From an optimization exercise on the open Yosys and OpenROAD flow, aimed at small area; shortcuts taken in it are not production practice. At most, simulation tests tie the RTL to the original design; equivalence was not proved. No activity file was given, so power comes from the tool's default toggle rates.

==> flow/design.v (excerpt) <==
module adder_tree (
    input           clk,
    input           rst_n,
    input  [127:0]  s_axis_din_data,
    input           s_axis_din_valid,
    output          s_axis_din_ready,
    output [11:0]   m_axis_dout_data,
    output          m_axis_dout_valid,
    input           m_axis_dout_ready
);
clock: 3.7 ns
lec_check: 0
cap_margin: 20
core_margin: 2
core_utilization: 65
setup_slack_margin: 0.05
slew_margin: 20
synth_hierarchical: 1
synth_minimum_keep_size: 0
standard.sh (not shown) runs the stock make flow with config.mk's settings and CLKGATE_MAP_FILE= SYNTH_SCRIPT=/design/flow/synth_recipe.tcl, a recipe that flattens the netlist after the stock synthesis.
==> flow/flow/run.sh <==
#!/bin/bash
# Own layout flow: the standard ORFS flow (standard.sh, unchanged
# synthesis), with two layout choices changed:
#  - the port buffers that global placement inserts on every input and output
#    are the smallest buffer, sky130_fd_sc_hd__buf_1, instead of the default
#    pick (a delay cell), and
#  - clock tree synthesis uses small clock buffers and inserts no dummy loads.
# Every tool's full output is kept: make's output in flow_make.log, and each
# ORFS step's log under orfs/logs/.
set -euo pipefail
cd "$(dirname "${BASH_SOURCE[0]}")/.."
CTS_BUFS="${CTS_BUFS:-sky130_fd_sc_hd__clkbuf_4}"
bash standard.sh REMOVE_ABC_BUFFERS=1 \
  "BUFFER_PORTS_ARGS=-buffer_cell sky130_fd_sc_hd__buf_1" \
  "CTS_ARGS=-sink_clustering_enable -repair_clock_nets -dont_use_dummy_load -sink_clustering_size ${CTS_CLUSTER:-10} -buf_list $CTS_BUFS" \
  finish > flow_make.log 2>&1
test -f out/final.def
Next try:
--- a/flow/design.v
+++ b/flow/design.v
@@ -260,24 +260,22 @@
     wire s243;
     wire c244;
     wire s245;
     wire c246;
     wire n247;
     wire s248;
     wire c249;
     wire u250;
     wire u251;
     wire u252;
     wire u253;
-    wire u254;
-    wire u255;
     reg q0_0;
     reg q1_0;
     reg q2_0;
     reg q3_0;
     reg q3_1;
     reg q4_0;
     reg q4_1;
     reg q5_0;
     reg q5_1;
     reg q6_0;
     reg q6_1;
@@ -426,33 +424,31 @@
     adder_tree_fa u_s220 (.a(c200), .b(c203), .ci(s216), .s(s220), .co(c221));
     assign n222 = ~s218;
     adder_tree_fa u_s223 (.a(n222), .b(c206), .ci(c208), .s(s223), .co(c224));
     adder_tree_fa u_s225 (.a(s220), .b(c210), .ci(s223), .s(s225), .co(c226));
     assign n227 = ~c217;
     adder_tree_fa u_s228 (.a(c214), .b(n227), .ci(c219), .s(s228), .co(c229));
     assign n230 = ~s228;
     adder_tree_fa u_s231 (.a(c221), .b(n230), .ci(c224), .s(s231), .co(c232));
     adder_tree_ha u_s233 (.a(q3_0), .b(q3_1), .s(s233), .co(c234));
     adder_tree_fa u_s235 (.a(q4_0), .b(q4_1), .ci(c234), .s(s235), .co(c236));
     adder_tree_fa u_s237 (.a(q5_0), .b(q5_1), .ci(c236), .s(s237), .co(c238));
-    adder_tree_ha u_s239 (.a(q6_0), .b(q6_1), .s(s239), .co(c240));
+    adder_tree_fa u_s239 (.a(q6_0), .b(q6_1), .ci(c238), .s(s239), .co(c240));
     adder_tree_fa u_s241 (.a(q7_0), .b(q7_1), .ci(c240), .s(s241), .co(c242));
-    adder_tree_fa u_s243 (.a(q8_0), .b(q8_1), .ci(c242), .s(s243), .co(c244));
+    adder_tree_ha u_s243 (.a(q8_0), .b(q8_1), .s(s243), .co(c244));
     adder_tree_fa u_s245 (.a(q9_0), .b(q9_1), .ci(c244), .s(s245), .co(c246));
     assign n247 = ~q10_0;
     adder_tree_fa u_s248 (.a(n247), .b(q10_1), .ci(c246), .s(s248), .co(c249));
-    assign u250 = s239 ^ (c238);
-    assign u251 = s241 ^ (c238 & s239);
-    assign u252 = s243 ^ (c238 & s239 & s241);
-    assign u253 = s245 ^ (c238 & s239 & s241 & s243);
-    assign u254 = s248 ^ (c238 & s239 & s241 & s243 & s245);
-    assign u255 = c249 ^ (c238 & s239 & s241 & s243 & s245 & s248);
-    assign m_axis_dout_data = {u255, u254, u253, u252, u251, u250, s237, s235, s233, q2_0, q1_0, q0_0} ^ 12'h800;
+    assign u250 = s243 ^ (c242);
+    assign u251 = s245 ^ (c242 & s243);
+    assign u252 = s248 ^ (c242 & s243 & s245);
+    assign u253 = c249 ^ (c242 & s243 & s245 & s248);
+    assign m_axis_dout_data = {u253, u252, u251, u250, s241, s239, s237, s235, s233, q2_0, q1_0, q0_0} ^ 12'h800;
 endmodule
 module adder_tree_fa (input a, input b, input ci, output s, output co);
     assign s  = a ^ b ^ ci;
     assign co = (a & b) | (a & ci) | (b & ci);
 endmodule
 module adder_tree_ha (input a, input b, output s, output co);
     assign s  = a ^ b;
     assign co = a & b;
 endmodule
Now the flow produced a layout that fails on setup timing.
First-iteration DRC count is lower by about 4%.
Clock skew is lower by 0.011 ns.
Worst setup slack degrades by 0.19 ns.
Clock power is higher by about 4.5%.
Global-route usage is higher by 0.85 points.
Worst hold slack degrades by 0.027 ns.
Count of clock-buffer cells in the layout is unchanged.
Die area is lower by about 0.7%.
The RTL of the second run of this note was laid out without a check of its function.

afterwards: timing with drivers on the ports:
The results above use ideal ports. As a check the final layouts listed here were re-extracted and re-timed, cells and wires unchanged.
Step 1 sets driving cells, clkbuf_16 on the clock port and buf_2 on the other inputs (assumed; they add their load-dependent delay and slew).
Step 2 also shifts input and output timing later by t, the mid clock arrival at the registers, as if the neighbouring blocks saw the same clock.
a / b / c = ideal / step 1 / step 2; a / b = the first two.
run | t (ns) | setup slack, ns | worst data-port slew with drivers (ns)
the first run | 0.304 | 0.100 / 0.079 / -0.189 | 0.04
the second run | 0.313 | -0.089 / -0.110 / -0.169 | 0.04
Met with ideal ports but missed after step 2: setup timing in the first run. For the first run, which loses most, drivers alone change the setup slack by -0.021 ns; drivers and shift together by -0.289 ns.
